Context: an optimization exercise on an open-source flow, tuned for small area. The choices shown serve that exercise and are no tape-out recipe.
In this exercise RTL edits were held to simulation tests only and were not proved equivalent to the original.
The clock port is modelled as an ideal driver; clocking choices that lean on that would not hold on a real chip.
Power is estimated from default activity; no workload was simulated.

$ cat flow/config.mk
export PLATFORM = sky130hd
export DESIGN_NAME = TOP_Final
export DESIGN_NICKNAME = TOP_Final
export VERILOG_FILES = /design/flow/design.v
export SDC_FILE = /design/flow/constraint.sdc
export NUM_CORES = 4
export LEC_CHECK = 0
export CAP_MARGIN = 20
export CORE_MARGIN = 2
export CORE_UTILIZATION = 30
export CTS_BUF_LIST = sky130_fd_sc_hd__clkbuf_8
export SLEW_MARGIN = 20
export SYNTH_HIERARCHICAL = 1
export SYNTH_MINIMUM_KEEP_SIZE = 0
$ cat flow/constraint.sdc
create_clock -name core_clock -period 100.0 [get_ports {i_clk}]
set_input_delay 20.0000 -clock core_clock [delete_from_list [all_inputs] [get_ports {i_clk}]]
set_output_delay 20.0000 -clock core_clock [all_outputs]
set_load 0.01 [all_outputs]
$ cat flow/design.v
`timescale 1ns / 1ps
module TOP_Final(
    input i_clk,
    input i_reset,
    output [3:0] o_digit,
    output [7:0] o_font
    );
    reg       b0, b2;
    reg [1:0] s;
    reg       x0, x2, x4;
    reg [3:0] d0;
    reg       b1, x1, x3;
    reg       d1_1, d2_0, d2_1, d3_1, d3_2, f;
    reg       d1_0, d1_2, d1_3, d2_2, d2_3, d3_0, d3_3;
    wire n__000_, n__001_, n__002_, n__003_, n__004_, n__005_, n__006_, n__007_, n__008_, n__009_, n__010_, n__011_, n__012_, n__013_, n__014_, n__015_, n__016_, n__017_, n__018_, n__019_, n__020_, n__021_, n__022_, n__023_, n__024_, n__025_, n__026_, n__027_, n__028_, n__029_, n__030_, n__031_, n__032_, n__033_, n__034_, n__035_, n__036_, n__037_, n__038_, n__039_, n__040_, n__041_, n__042_, n__043_, n__044_, n__045_, n__046_, n__047_, n__048_, n__049_, n__050_, n__051_, n__052_, n__053_, n__054_, n__055_, n__056_, n__057_, n__058_, n__059_, n__060_, n__061_, n__062_, n__063_, n__064_, n__065_, n__066_, n__067_, n__068_, n__069_, n__070_, n__071_, n__072_, n__073_, n__074_, n__075_, n__076_, n__077_, n__078_, n__079_, n__080_, n__081_, n_f_n, n_fx;
    always @(posedge i_clk or posedge i_reset) begin
        if (i_reset) begin
            b0 <= 1'b0;
            b2 <= 1'b0;
            s[0] <= 1'b0;
            s[1] <= 1'b0;
            x0 <= 1'b0;
            x2 <= 1'b1;
            x4 <= 1'b1;
            d0[0] <= 1'b0;
            d0[1] <= 1'b0;
            d0[2] <= 1'b0;
            d0[3] <= 1'b0;
        end else begin
            b0 <= n__016_;
            b2 <= b1;
            s[0] <= n__014_;
            s[1] <= n__013_;
            x0 <= n_fx;
            x2 <= x1;
            x4 <= x3;
            d0[0] <= n__011_;
            d0[1] <= n__010_;
            d0[2] <= n__008_;
            d0[3] <= n__017_;
        end
    end
    always @(posedge i_clk) begin
        b1 <= b0;
        x1 <= x0;
        x3 <= x2;
        d1_1 <= n__009_;
        d2_0 <= n__012_;
        d2_1 <= n__015_;
        d3_1 <= n__019_;
        d3_2 <= n__018_;
        f <= n_f_n;
        d1_0 <= n__000_;
        d1_2 <= n__001_;
        d1_3 <= n__002_;
        d2_2 <= n__003_;
        d2_3 <= n__004_;
        d3_0 <= n__005_;
        d3_3 <= n__006_;
    end
    g_clkinv c1 (.A(s[0]), .Y(n__052_));
    g_clkinv c2 (.A(d0[3]), .Y(n__053_));
    g_clkinv c3 (.A(i_reset), .Y(n__007_));
    g_clkinv c4 (.A(f), .Y(n__054_));
    g_nand2 c5 (.A(s[0]), .B(s[1]), .Y(o_digit[3]));
    g_or2 c6 (.A(s[0]), .B(s[1]), .X(o_digit[0]));
    g_o22ai c7 (.A1(d3_1), .A2(o_digit[3]), .B1(o_digit[0]), .B2(d0[1]), .Y(n__055_));
    g_nand2 c8 (.A(n__052_), .B(s[1]), .Y(o_digit[2]));
    g_nand2b c9 (.A_N(s[1]), .B(s[0]), .Y(o_digit[1]));
    g_o22ai c10 (.A1(d2_1), .A2(o_digit[2]), .B1(o_digit[1]), .B2(d1_1), .Y(n__056_));
    g_nor2 c11 (.A(n__055_), .B(n__056_), .Y(n__057_));
    g_o22ai c12 (.A1(d0[0]), .A2(o_digit[0]), .B1(o_digit[1]), .B2(d1_0), .Y(n__058_));
    g_o22ai c13 (.A1(d3_0), .A2(o_digit[3]), .B1(o_digit[2]), .B2(d2_0), .Y(n__059_));
    g_nor2 c14 (.A(n__058_), .B(n__059_), .Y(n__060_));
    g_nand2 c15 (.A(n__057_), .B(n__060_), .Y(n__061_));
    g_nor2 c16 (.A(n__057_), .B(n__060_), .Y(n__062_));
    g_o22ai c17 (.A1(d0[2]), .A2(o_digit[0]), .B1(o_digit[2]), .B2(d2_2), .Y(n__063_));
    g_o22ai c18 (.A1(d3_2), .A2(o_digit[3]), .B1(o_digit[1]), .B2(d1_2), .Y(n__064_));
    g_nor2 c19 (.A(n__063_), .B(n__064_), .Y(n__065_));
    g_nand2 c20 (.A(n__061_), .B(n__065_), .Y(n__066_));
    g_nor2 c21 (.A(n__062_), .B(n__066_), .Y(o_font[1]));
    g_o22ai c22 (.A1(d3_3), .A2(o_digit[3]), .B1(o_digit[1]), .B2(d1_3), .Y(n__067_));
    g_o22ai c23 (.A1(d0[3]), .A2(o_digit[0]), .B1(o_digit[2]), .B2(d2_3), .Y(n__068_));
    g_nor2 c24 (.A(n__067_), .B(n__068_), .Y(n__069_));
    g_nand3 c25 (.A(n__057_), .B(n__060_), .C(n__065_), .Y(n__070_));
    g_nand2 c26 (.A(n__062_), .B(n__065_), .Y(n__071_));
    g_o22ai c27 (.A1(n__063_), .A2(n__064_), .B1(n__067_), .B2(n__068_), .Y(n__072_));
    g_nor2 c28 (.A(n__057_), .B(n__072_), .Y(n__073_));
    g_nand2 c29 (.A(n__060_), .B(n__073_), .Y(n__074_));
    g_o21ai c30 (.A1(n__058_), .A2(n__059_), .B1(n__071_), .Y(o_font[4]));
    g_nand2 c31 (.A(n__071_), .B(n__074_), .Y(o_font[0]));
    g_a31oi c32 (.A1(n__070_), .A2(n__071_), .A3(n__074_), .B1(n__069_), .Y(o_font[3]));
    g_nand2 c33 (.A(x2), .B(x3), .Y(n__075_));
    g_nor2b c34 (.A(b1), .B_N(b0), .Y(n__076_));
    g_nand2 c35 (.A(b2), .B(n__076_), .Y(n__077_));
    g_nor2 c36 (.A(n__075_), .B(n__077_), .Y(n__078_));
    g_and3 c37 (.A(d0[0]), .B(x1), .C(n__078_), .X(n__079_));
    g_nand2 c38 (.A(d0[1]), .B(n__079_), .Y(n__080_));
    g_nand2 c39 (.A(d2_0), .B(d1_3), .Y(n__081_));
    g_nand4 c40 (.A(d2_1), .B(d3_1), .C(d3_2), .D(f), .Y(n__020_));
    g_nor2 c41 (.A(n__081_), .B(n__020_), .Y(n__021_));
    g_o31ai c42 (.A1(n__080_), .A2(n__081_), .A3(n__020_), .B1(n__007_), .Y(n__022_));
    g_and3 c43 (.A(d0[3]), .B(d1_0), .C(n__079_), .X(n__023_));
    g_nor2b c44 (.A(n__081_), .B_N(n__023_), .Y(n__024_));
    g_and3 c45 (.A(d3_0), .B(d2_3), .C(n__024_), .X(n__025_));
    g_nand2 c46 (.A(d3_3), .B(n__007_), .Y(n__026_));
    g_nand3 c47 (.A(d3_3), .B(n__007_), .C(n__025_), .Y(n__027_));
    g_o21ai c48 (.A1(n__054_), .A2(n__022_), .B1(n__027_), .Y(n_f_n));
    g_a21oi c49 (.A1(d3_1), .A2(n__025_), .B1(d3_2), .Y(n__028_));
    g_and3 c50 (.A(d3_1), .B(d3_2), .C(n__025_), .X(n__029_));
    g_nor3 c51 (.A(n__022_), .B(n__028_), .C(n__029_), .Y(n__018_));
    g_xnor2 c52 (.A(d3_1), .B(n__025_), .Y(n__030_));
    g_nor3 c53 (.A(d3_3), .B(n__022_), .C(n__030_), .Y(n__019_));
    g_and2 c54 (.A(d2_1), .B(n__024_), .X(n__031_));
    g_nor2 c55 (.A(d2_1), .B(n__024_), .Y(n__032_));
    g_nor4 c56 (.A(d2_3), .B(n__022_), .C(n__031_), .D(n__032_), .Y(n__015_));
    g_a21oi c57 (.A1(d1_3), .A2(n__023_), .B1(d2_0), .Y(n__033_));
    g_nor3 c58 (.A(n__022_), .B(n__024_), .C(n__033_), .Y(n__012_));
    g_and2 c59 (.A(d1_1), .B(n__023_), .X(n__034_));
    g_o21ai c60 (.A1(d1_1), .A2(n__023_), .B1(n__007_), .Y(n__035_));
    g_nor3 c61 (.A(d1_3), .B(n__034_), .C(n__035_), .Y(n__009_));
    g_nor2 c62 (.A(n__080_), .B(n__021_), .Y(n__036_));
    g_nand2 c63 (.A(d0[2]), .B(n__036_), .Y(n__037_));
    g_o21ai c64 (.A1(n__053_), .A2(n__079_), .B1(n__037_), .Y(n__017_));
    g_xor2 c65 (.A(d0[2]), .B(n__036_), .X(n__008_));
    g_o21ai c66 (.A1(d0[1]), .A2(n__079_), .B1(n__053_), .Y(n__038_));
    g_a21oi c67 (.A1(d0[1]), .A2(n__079_), .B1(n__038_), .Y(n__010_));
    g_a21oi c68 (.A1(x2), .A2(x3), .B1(x1), .Y(n__039_));
    g_o21ai c69 (.A1(x2), .A2(x3), .B1(n__039_), .Y(n__040_));
    g_xnor2 c70 (.A(x4), .B(n__040_), .Y(n_fx));
    g_o21ai c71 (.A1(n__052_), .A2(n__077_), .B1(s[1]), .Y(n__041_));
    g_o21ai c72 (.A1(o_digit[1]), .A2(n__077_), .B1(n__041_), .Y(n__013_));
    g_xnor2 c73 (.A(b2), .B(n__076_), .Y(n__016_));
    g_o21ai c74 (.A1(n__057_), .A2(n__072_), .B1(n__070_), .Y(o_font[6]));
    g_o21ai c75 (.A1(n__062_), .A2(n__072_), .B1(n__061_), .Y(o_font[5]));
    g_a21oi c76 (.A1(x1), .A2(n__078_), .B1(d0[0]), .Y(n__042_));
    g_nor2 c77 (.A(n__079_), .B(n__042_), .Y(n__011_));
    g_xnor2 c78 (.A(s[0]), .B(n__077_), .Y(n__014_));
    g_a21oi c79 (.A1(d0[3]), .A2(n__079_), .B1(d1_0), .Y(n__043_));
    g_nor3 c80 (.A(i_reset), .B(n__023_), .C(n__043_), .Y(n__000_));
    g_nand2 c81 (.A(d1_2), .B(n__034_), .Y(n__044_));
    g_o21ai c82 (.A1(d1_2), .A2(n__034_), .B1(n__007_), .Y(n__045_));
    g_a21oi c83 (.A1(d1_2), .A2(n__034_), .B1(n__045_), .Y(n__001_));
    g_nor2 c84 (.A(n__022_), .B(n__023_), .Y(n__046_));
    g_nand2 c85 (.A(d1_3), .B(n__046_), .Y(n__047_));
    g_o21ai c86 (.A1(i_reset), .A2(n__044_), .B1(n__047_), .Y(n__002_));
    g_nand2 c87 (.A(d2_2), .B(n__031_), .Y(n__048_));
    g_xnor2 c88 (.A(d2_2), .B(n__031_), .Y(n__049_));
    g_nor2 c89 (.A(i_reset), .B(n__049_), .Y(n__003_));
    g_nand2b c90 (.A_N(n__024_), .B(d2_3), .Y(n__050_));
    g_a21oi c91 (.A1(n__048_), .A2(n__050_), .B1(i_reset), .Y(n__004_));
    g_a21oi c92 (.A1(d2_3), .A2(n__024_), .B1(d3_0), .Y(n__051_));
    g_nor3 c93 (.A(i_reset), .B(n__025_), .C(n__051_), .Y(n__005_));
    g_o2bb2ai c94 (.A1_N(n__007_), .A2_N(n__029_), .B1(n__025_), .B2(n__026_), .Y(n__006_));
    g_nor2b c95 (.A(n__060_), .B_N(o_font[5]), .Y(o_font[2]));
    assign o_font[7] = 1'h1;
endmodule
module g_a21oi(input A1, input A2, input B1, output Y); assign Y = (~A1&~B1) | (~A2&~B1); endmodule
module g_a31oi(input A1, input A2, input A3, input B1, output Y); assign Y = (~A1&~B1) | (~A2&~B1) | (~A3&~B1); endmodule
module g_and2(input A, input B, output X); assign X = (A&B); endmodule
module g_and3(input A, input B, input C, output X); assign X = (A&B&C); endmodule
module g_clkinv(input A, output Y); assign Y = (~A); endmodule
module g_nand2(input A, input B, output Y); assign Y = (~A) | (~B); endmodule
module g_nand2b(input A_N, input B, output Y); assign Y = (A_N) | (~B); endmodule
module g_nand3(input A, input B, input C, output Y); assign Y = (~A) | (~B) | (~C); endmodule
module g_nand4(input A, input B, input C, input D, output Y); assign Y = (~A) | (~B) | (~C) | (~D); endmodule
module g_nor2(input A, input B, output Y); assign Y = (~A&~B); endmodule
module g_nor2b(input A, input B_N, output Y); assign Y = (~A&B_N); endmodule
module g_nor3(input A, input B, input C, output Y); assign Y = (~A&~B&~C); endmodule
module g_nor4(input A, input B, input C, input D, output Y); assign Y = (~A&~B&~C&~D); endmodule
module g_o21ai(input A1, input A2, input B1, output Y); assign Y = (~A1&~A2) | (~B1); endmodule
module g_o22ai(input A1, input A2, input B1, input B2, output Y); assign Y = (~B1&~B2) | (~A1&~A2); endmodule
module g_o2bb2ai(input A1_N, input A2_N, input B1, input B2, output Y); assign Y = (~B1&~B2) | (A1_N&A2_N); endmodule
module g_o31ai(input A1, input A2, input A3, input B1, output Y); assign Y = (~A1&~A2&~A3) | (~B1); endmodule
module g_or2(input A, input B, output X); assign X = (A) | (B); endmodule
module g_xnor2(input A, input B, output Y); assign Y = (~A&~B) | (A&B); endmodule
module g_xor2(input A, input B, output X); assign X = (A&~B) | (~A&B); endmodule
$ cat flow/flow/run.sh
#!/bin/bash
# The standard ORFS layout (standard.sh) with three changes:
#  - before floorplanning, every logic cell is set to the smallest drive of its own
#    family (flow/downsize.tcl); the resizer later upsizes any cell that needs it;
#  - the port buffers use the smallest buffer cell;
#  - after clock tree synthesis the tree's root buffer is removed, so the clock port
#    drives the leaf clock buffers directly (flow/post_cts.tcl).
set -euo pipefail
cd "$(dirname "$0")/.."
W="$PWD"
bash standard.sh "BUFFER_PORTS_ARGS=-buffer_cell sky130_fd_sc_hd__buf_1" \
  "PRE_FLOORPLAN_TCL=$W/flow/downsize.tcl" "POST_CTS_TCL=$W/flow/post_cts.tcl" \
  finish > "$W/standard_flow.log" 2>&1
$ cat flow/flow/downsize.tcl
# Replace every cell by the smallest-area cell of its own family (same name but the drive suffix).
proc ds_downsize {} {
  set n 0; set saved 0.0
  foreach inst [get_cells *] {
    set lc [get_lib_cells -of_objects $inst]
    set name [get_name $lc]
    if {![regexp {^(sky130_fd_sc_hd__[a-z0-9]+)_([0-9]+)$} $name -> base drv]} continue
    if {[regexp {__(df|sdf|edf|sedf|dl)} $base] || [string match "*clkbuf*" $base] || [string match "*clkinv*" $base] || [string match "*tap*" $base] || [string match "*fill*" $base] || [string match "*decap*" $base] || [string match "*conb*" $base]} continue
    set best $name; set barea [get_property $lc area]
    foreach c [get_lib_cells ${base}_*] {
      set cn [get_name $c]
      if {![regexp "^${base}_\[0-9\]+\$" $cn]} continue
      if {[get_property $c dont_use]} continue
      set a [get_property $c area]
      if {$a < $barea - 1e-6} { set best $cn; set barea $a }
    }
    if {$best ne $name} {
      set saved [expr {$saved + [get_property $lc area] - $barea}]
      replace_cell $inst [get_lib_cells $best]
      incr n
    }
  }
  puts "downsize: replaced $n cells, saved $saved um2"
}

ds_downsize
$ cat flow/flow/post_cts.tcl
# Remove the clock tree's root buffer: the clock port then drives the few leaf clock
# buffers directly (the leaf buffers still drive every register).
proc pc_remove_root {} {
  set block [ord::get_db_block]
  set clk [$block findNet i_clk]
  set roots {}
  foreach it [$clk getITerms] {
    set inst [$it getInst]
    if {[string match "sky130_fd_sc_hd__clkbuf_*" [[$inst getMaster] getName]]} { lappend roots $inst }
  }
  if {[llength $roots] != 1} { puts "post_cts: [llength $roots] buffers on i_clk, nothing removed"; return }
  set root [lindex $roots 0]
  set out [[$root findITerm X] getNet]
  set loads {}
  foreach it [$out getITerms] {
    if {[$it getInst] ne $root} { lappend loads $it }
  }
  if {[llength $loads] > 4} { puts "post_cts: root drives [llength $loads] pins, nothing removed"; return }
  foreach it $loads { $it disconnect; $it connect $clk }
  odb::dbInst_destroy $root
  odb::dbNet_destroy $out
  puts "post_cts: removed root clock buffer, i_clk now drives [llength $loads] pins"
}
pc_remove_root
$ cat flow/standard.sh
#!/bin/bash
# synth_recipe.tcl (not shown) runs the flow's synth.tcl, then flattens the netlist and writes it again
# the make line also repeats each setting of config.mk as NAME=value (left out here)
make -C /OpenROAD-flow-scripts/flow DESIGN_CONFIG=/design/flow/config.mk WORK_HOME=/design/flow/orfs CLKGATE_MAP_FILE= SYNTH_SCRIPT=/design/flow/synth_recipe.tcl "${@:-finish}"
==> impl_metrics.toml <==
[sta]
report.final.setup_viol = 0
hold_slack_ns = 0.347
finalCritPeriodShare = 0.218
setup_ws_ns = 78.16
fmax_ghz = 0.0458
hold_violations = 0
worst_pin_slew_ns = 0.733
rsz0062_at_grt = "no"
min_period_ns = 21.84
setup_tns_ns = 0
fin_skew_ns = 0.00442
slew_viol_final = 0
relSlewSlack = 0.507

[global_routing]
grt_max_degree = 16
first_global_vias = 921
overflow = 0
track_usage = 0.116
antenna_found_initial = 0
grt_pass1_wl_um = 3950

[routing]
wl_per_cell_um = 12.0
routed_wl_um = 2240
post-route-drc-count = 0
dr.pass1.iters = 4
ant_nets = 0
dr_total_vias = 907
dr.first_iter.drc_count = 62
routed_via_density = 4.85

[power_and_ir_drop]
seqPwrFrac = 0.689
switching_share = 0.186
power.internal_uw = 12.8
cellLeakagePower_nw = 0.470
finalPower_uw = 15.7
pwr-share-clk = 0.295
p_switching_uw = 2.91
vdd_drop_max_v = 0.00000963
share_comb_of_total_power = 0.016
power.density_nw_per_um2 = 12.7

[clock_network]
cts.sinks = 27
tritoncts = "yes"
insertion_delay_ns = 0.15
clkSlewWorstSetupHoldPaths_ns = 0.08

[layout]
top_regs = "d0: 4 flops, s: 2 flops"
fin_area_um2 = 1230
layout.nets = 142
insertedDiodeCount = 0
largest_reg_flops = 4
fin_util = 0.342
fill_cells = 373
regMostFlops = "d0"
final_layout_size_suffix_gt1_frac = 0.0360
stdcell_count = 187

[setup_path]
startpoint_type = "flop"
cp.arrival_ns = 1.84
crit_required_ns = 80.00
worstSetupPathType = "reg -> out"
reg2reg_depth = 9
end_kind = "output pin"
path_max_fanout = 5

[placed_design]
dp.cells = 184
place_area_um2 = 1200
dp_slack_ns = 78.35
place_hpwl_um = 1740
globalplace.congestion = 0.756
port-buffer-count = 12

[hold_path]
holdCritPathClass = "reg -> reg"
hold_depth = 0

[floorplan]
placementRows = 22
core-area_um2 = 3610
num_io_pins = 14
die_w_um = 64.6
dieHeight_um = 64.6
start_util = 0.305
dieArea_um2 = 4170

[logic_synthesis]
synth_fp_nets = 127
netlist_instances = 125
ys.warnings.count = 7

[flow_run]
drv_cap = 0

[status]
status = "no timing/DRC/antenna violations"
[final cells by class]
cell class                      count  area, µm²  share of cell area
Tap cell                           48       60.1              0.0486
Inverter                            5       18.8              0.0152
Clock buffer                        2       27.5              0.0223
Sequential cell                    27        598               0.484
Clock inverter                      1       5.00             0.00405
Multi-Input combinational cell     92        480               0.389
Timing Repair Buffer               12       45.0              0.0365
[per-layer routing]
layer	vias up	GRT usage	wire length, µm
li1	460	-	-
met1	437	0.144	1050
met2	10	0.208	1110
met3	0	0.0313	85
met4	0	0.00798	0
met5	-	0	0
[critical path, stage by stage (launching register included)]
cell and delay [ns]:
dfrtp_1 0.43, or2_1 0.28, o22ai_1 0.20, nor2_1 0.13
nor2_1 0.19, nand2_1 0.11, a31oi_1 0.18, buf_1 0.17
[placed cells by master (no fill, tap or decap), types with 2 or more instances in the layout]
cell type	n
a21oi_1	9
and2_1	2
and3_1	4
buf_1	12
clkbuf_8	2
dfrtp_1	9
dfstp_2	2
dfxtp_1	16
inv_1	5
nand2_1	16
nand2b_1	2
nand3_1	2
nor2_1	14
nor2b_1	3
nor3_1	6
o21ai_1	12
o22ai_1	9
xnor2_1	5
[power groups by stage]
stage               registers (mW)  logic (mW)  clock network [mW]
floorplan                   0.0110    0.000166                   0
global placement            0.0110    0.000248                   0
detailed placement          0.0110    0.000256                   0
global route                0.0108    0.000297             0.00521
finish                      0.0108    0.000252             0.00462
[path summary, 6_finish.rpt]
path	startpoint	end	slack (ns)
max reg2reg	b0	d3_2	97.42
max	s[0]	o_font[3]	78.16
max in group asynchronous	i_reset	x2	79.69
min	x0	x1	0.35
min in group asynchronous	i_reset	x0	19.99
min reg2reg	x0	x1	0.35

==> afterwards: timing with drivers on the ports <==
The results above use ideal ports. As a check the final layout listed here was re-extracted and re-timed, cells and wires unchanged.
Step 1 assumes that a clkbuf_16 drives the clock port and a buf_2 every other input.
Step 2 adds t to the input delays and takes it off the output delays; t is the mean of the earliest and latest rising clock arrival at the registers after step 1. Input paths then give back, and output paths get back, about the clock's delay inside the block.
Three values: no drivers, after step 1, after step 2; two values: the first two.
shift t [ns]: 0.174
slack for setup (ns): 78.158 / 78.127 / 78.301
worst hold slack (ns): 0.347 / 0.347 / 0.347
worst setup path after step 2: register to output
worst slew at a driven data input, ns: 0.03
After both steps setup and hold are still met in this run. For this run, drivers alone change the setup slack by -0.031 ns; drivers and shift together by +0.143 ns.
